This design comes from an exercise in tuning for small area and a short achievable clock period on the open sky130 flow, not from production work.
Function was checked by simulation only, so behaviour that the tests miss may differ from the original.
Power figures rest on the tool's default switching activity, not on a simulated workload.

==> branch harbor: inputs <==
## mac
module mac(input clk, input rst, input [15:0] x, input [15:0] y, output [31:0] acc);
Settings: LEC_CHECK=0, CAP_MARGIN=20, CORE_MARGIN=2, CORE_UTILIZATION=40, SLEW_MARGIN=20, SYNTH_HIERARCHICAL=1, SYNTH_MINIMUM_KEEP_SIZE=0, SETUP_SLACK_MARGIN=11.2, SKIP_GATE_CLONING=1, BUFFER_PORTS_ARGS=-buffer_cell sky130_fd_sc_hd__buf_1, CTS_ARGS=-sink_clustering_enable -repair_clock_nets -dont_use_dummy_load -buf_list sky130_fd_sc_hd__clkbuf_16 -root_buf sky130_fd_sc_hd__clkbuf_16 -sink_clustering_size 60 -sink_clustering_max_diameter 500; clock period 18.0 ns.
standard.sh (not shown) runs the stock make flow with config.mk's settings and CLKGATE_MAP_FILE= SYNTH_SCRIPT=/design/flow/synth_recipe.tcl, a recipe that flattens the netlist after the stock synthesis.
==> flow/flow/run.sh <==
#!/bin/bash
# Layout: the standard ORFS flow (standard.sh, standard synthesis), with
#  - timing repair aimed at a setup slack of flow/margin ns, so the resizer
#    works on the real critical paths even though the clock period is loose
#    (no gate cloning, so each port keeps exactly one buffer),
#  - the standard port buffering (every port gets its own buffer), with the
#    buffer cell in flow/portbuf,
#  - a clock tree without dummy balancing loads, extra CTS options in flow/cts.
# standard.log here holds make's output; ORFS's own logs are in orfs/logs.
set -euo pipefail
M=$(cat flow/margin)
PB=$(cat flow/portbuf)
CTS_EXTRA=$(cat flow/cts 2>/dev/null || true)
cat >> config.mk <<EOC
export SETUP_SLACK_MARGIN = $M
export SKIP_GATE_CLONING = 1
export BUFFER_PORTS_ARGS = -buffer_cell $PB
export CTS_ARGS = -sink_clustering_enable -repair_clock_nets -dont_use_dummy_load $CTS_EXTRA
EOC
bash standard.sh > standard.log 2>&1
==> flow/flow/cts <==
-buf_list sky130_fd_sc_hd__clkbuf_16 -root_buf sky130_fd_sc_hd__clkbuf_16 -sink_clustering_size 60 -sink_clustering_max_diameter 500
==> flow/flow/margin <==
11.2
==> flow/flow/portbuf <==
sky130_fd_sc_hd__buf_1
==> branch zinc: changes against branch harbor <==
==> flow/flow/cts (replaced) <==
-buf_list sky130_fd_sc_hd__clkbuf_4 -root_buf sky130_fd_sc_hd__clkbuf_8
==> flow/flow/margin (replaced) <==
11.1
==> flow/config.mk (replaced) <==
export PLATFORM = sky130hd
export DESIGN_NAME = mac
export DESIGN_NICKNAME = mac
export VERILOG_FILES = /design/flow/design.v
export SDC_FILE = /design/flow/constraint.sdc
export NUM_CORES = 4
export LEC_CHECK = 0
export CAP_MARGIN = 20
export CORE_MARGIN = 2
export CORE_UTILIZATION = 40
export SLEW_MARGIN = 20
export SYNTH_HIERARCHICAL = 1
export SYNTH_MINIMUM_KEEP_SIZE = 0
export SETUP_SLACK_MARGIN = 11.1
export SKIP_GATE_CLONING = 1
export BUFFER_PORTS_ARGS = -buffer_cell sky130_fd_sc_hd__buf_1
export CTS_ARGS = -sink_clustering_enable -repair_clock_nets -dont_use_dummy_load -buf_list sky130_fd_sc_hd__clkbuf_4 -root_buf sky130_fd_sc_hd__clkbuf_8
==> run summary <==
status complete, no violations; power in the clock group 0.146 mW; post-route clock period utilization 37.4%; leakage 3.95 nW; final worst slack 11.27 ns; Worst-path clk slew 0.04 ns; clk_skew 0.0127 ns; Final Critical Period 6.73 ns; commonest non-fill, non-tap cell in the layout nand2_1; Nets between 1k and 1.5k; critical path endpoint r20_1; Clk Latency, worst-skew pair 0.34 ns; Comb power ~1.4 mW; Internal between 0.9 and 1 mW; Routed WL per cell 18.8 um
the above is filed under branch harbor

==> run summary <==
Worst-path clk slew 0.06 ns; Final Critical Period between 6 and 7 ns; status complete, no violations; die width 159 um; Compound-Gate Fraction of Synth Area 3.39%; Routed WL per cell approximately 19 um; slew margin rel. 48.8%; commonest non-fill, non-tap cell in the layout fa_1; clk_skew 0.0110 ns; Internal approximately 0.87 mW; vias in the first global route 7322; Nets 1256; leakage 3.89 nW; Clk Latency, worst-skew pair between 0.3 and 0.4 ns; total chip power 1.70 mW; crit path buf inv count 1; Comb power 1.38 mW; final worst slack 11.18 ns
the above is filed under branch zinc


* * *

==> run a <==
Starting RTL as in the previous note.
// mac
module mac(input clk, input rst, input [15:0] x, input [15:0] y, output [31:0] acc);
reg r0_0;
reg r1_0;
reg r2_0;
reg r3_0;
reg r4_0;
reg r5_0;
reg r6_0;
reg r6_1;
reg r7_0;
reg r7_1;
reg r8_0;
reg r8_1;
reg r9_0;
reg r9_1;
reg r10_0;
reg r10_1;
reg r11_0;
reg r11_1;
reg r12_0;
reg r12_1;
reg r13_0;
reg r13_1;
reg r14_0;
reg r14_1;
reg r15_0;
reg r15_1;
reg r16_0;
reg r16_1;
reg r17_0;
reg r17_1;
reg r18_0;
reg r18_1;
reg r19_0;
reg r19_1;
reg r20_0;
reg r20_1;
reg r21_0;
reg r21_1;
reg r22_0;
reg r22_1;
reg r23_0;
reg r23_1;
reg r24_0;
reg r24_1;
reg r25_0;
reg r25_1;
reg r26_0;
reg r26_1;
reg r27_0;
reg r27_1;
reg r28_0;
reg r28_1;
reg r29_0;
reg r29_1;
reg r30_0;
reg r30_1;
reg r31_0;
reg rci;
wire p1;
wire p2;
wire p3;
wire p4;
wire p5;
wire p6;
wire p7;
wire p8;
wire p9;
wire p10;
wire p11;
wire p12;
wire p13;
wire p14;
wire p15;
wire p16;
wire p17;
wire p18;
wire p19;
wire p20;
wire p21;
wire p22;
wire p23;
wire p24;
wire p25;
wire p26;
wire p27;
wire p28;
wire p29;
wire p30;
  ...
==> flow/config.mk <==
export PLATFORM = sky130hd
export DESIGN_NAME = mac
export DESIGN_NICKNAME = mac
export VERILOG_FILES = /design/flow/design.v
export SDC_FILE = /design/flow/constraint.sdc
export NUM_CORES = 4
export LEC_CHECK = 0
export CAP_MARGIN = 20
export CORE_MARGIN = 2
export CORE_UTILIZATION = 40
export SLEW_MARGIN = 20
export SYNTH_HIERARCHICAL = 1
export SYNTH_MINIMUM_KEEP_SIZE = 0
export SETUP_SLACK_MARGIN = 11
export BUFFER_PORTS_ARGS = -buffer_cell sky130_fd_sc_hd__buf_2
export CTS_ARGS = -sink_clustering_enable -repair_clock_nets -dont_use_dummy_load -buf_list sky130_fd_sc_hd__clkbuf_4 -root_buf sky130_fd_sc_hd__clkbuf_4 -sink_clustering_size 30
==> flow/constraint.sdc <==
create_clock -name core_clock -period 18.0 [get_ports {clk}]
set_input_delay 3.6000 -clock core_clock [delete_from_list [all_inputs] [get_ports {clk}]]
set_output_delay 3.6000 -clock core_clock [all_outputs]
set_load 0.01 [all_outputs]
==> flow/flow/run.sh <==
#!/bin/bash
# Layout: the standard ORFS flow (standard.sh, standard synthesis), with
#  - timing repair aimed at a setup slack of SETUP_MARGIN ns, so the resizer
#    works on the real critical paths even though the clock period is loose,
#  - port buffers of a small cell (every port still gets its own buffer),
#  - a clock tree without dummy balancing loads.
# Each tool's output goes to standard.log here and ORFS's own logs in orfs/logs.
set -euo pipefail
M=$(cat flow/margin)
CTS_EXTRA=$(cat flow/cts 2>/dev/null || true)
cat >> config.mk <<EOC
export SETUP_SLACK_MARGIN = $M
export BUFFER_PORTS_ARGS = -buffer_cell sky130_fd_sc_hd__buf_2
export CTS_ARGS = -sink_clustering_enable -repair_clock_nets -dont_use_dummy_load $CTS_EXTRA
EOC
bash standard.sh > standard.log 2>&1
==> flow/flow/cts <==
-buf_list sky130_fd_sc_hd__clkbuf_4 -root_buf sky130_fd_sc_hd__clkbuf_4 -sink_clustering_size 30
==> flow/flow/margin <==
11
==> inputs of run b, as changes to run a <==
==> flow/flow/run.sh (replaced) <==
#!/bin/bash
# Layout: the standard ORFS flow (standard.sh, standard synthesis), with
#  - timing repair aimed at a setup slack of flow/margin ns, so the resizer
#    works on the real critical paths even though the clock period is loose,
#  - port buffers placed by flow/ports.tcl (every port gets its own buffer,
#    a stronger one on the inputs, which each drive 16 gates),
#  - a clock tree without dummy balancing loads and with the buffers in flow/cts.
# standard.log here holds make's output; ORFS's own logs are in orfs/logs.
set -euo pipefail
M=$(cat flow/margin)
CTS_EXTRA=$(cat flow/cts 2>/dev/null || true)
cat >> config.mk <<EOC
export SETUP_SLACK_MARGIN = $M
export DONT_BUFFER_PORTS = 1
export PRE_GLOBAL_PLACE_TCL = $PWD/flow/ports.tcl
export CTS_ARGS = -sink_clustering_enable -repair_clock_nets -dont_use_dummy_load $CTS_EXTRA
EOC
bash standard.sh > standard.log 2>&1
==> flow/flow/cts (replaced) <==

==> flow/flow/margin (replaced) <==
11.7
==> flow/flow/ports.tcl (new file) <==
# Buffer every input and output port (run before global placement).
puts "Perform port buffering (flow/ports.tcl)..."
buffer_ports -inputs -buffer_cell sky130_fd_sc_hd__buf_4
buffer_ports -outputs -buffer_cell sky130_fd_sc_hd__buf_1
Settings changed: BUFFER_PORTS_ARGS -buffer_cell sky130_fd_sc_hd__buf_2 to default, CTS_ARGS -sink_clustering_enable -repair_clock_nets -dont_use_dummy_load -buf_list sky130_fd_sc_hd__clkbuf_4 -root_buf sky130_fd_sc_hd__clkbuf_4 -sink_clustering_size 30 to -sink_clustering_enable -repair_clock_nets -dont_use_dummy_load , DONT_BUFFER_PORTS from default to 1, PRE_GLOBAL_PLACE_TCL from default to /design/flow/flow/ports.tcl, SETUP_SLACK_MARGIN 11 to 11.7.
==> run summary <==
Power and ir drop
The switching power of the nets is 834 uW. Net switching is 46.5% of the power.

Placement
Once detailed placement completed, the half-perimeter wirelength came to 18500 um.

Drt
The routed design uses 1520 um of met3 wire. The total via count after detailed routing is 5981.

Run status
The run finished with no timing, DRC or antenna violations.
# the run above: run b

==> run summary <==
Run status
The flow ran to the end and the layout has no timing, DRC or antenna violations.

Placement
The HPWL after detailed placement is 18200 um.

Power and ir drop
The switching part of the total power is 48.8%. The switching power of the nets is 822 uW.

Drt
After detailed routing, the met3 layer carries 1060 um of wire.
# the run above: run a

what the ideal ports hide:
How much do the figures lean on ideal ports? The routed layouts below were timed once more, with nothing changed but the port constraints.
Step 1 (the two cells are an assumption about what drives the block):
set clk [get_ports {clk}]
set_driving_cell -lib_cell sky130_fd_sc_hd__clkbuf_16 $clk
set_driving_cell -lib_cell sky130_fd_sc_hd__buf_2 [delete_from_list [all_inputs] $clk]
Step 2, shift: input delay + t, output delay - t, t = (earliest + latest rising clock arrival at the registers) / 2. This alone moves slack from input paths to output paths.
a / b / c = ideal / step 1 / step 2; a / b = the first two.
run	shift t [ns]	setup slack, ns	worst slew at a driven data input, ns
branch harbor	0.382	11.266 / 11.272 / 10.890	0.07
branch zinc	0.400	11.185 / 11.165 / 10.765	0.06
run a	0.483	11.271 / 11.232 / 10.806	0.05
run b	0.388	11.701 / 11.225 / 10.837	1.12
After both steps every run listed still meets setup and hold. The setup slack of run b, which loses most, moves by -0.476 ns with the drivers and by -0.864 ns with both steps.
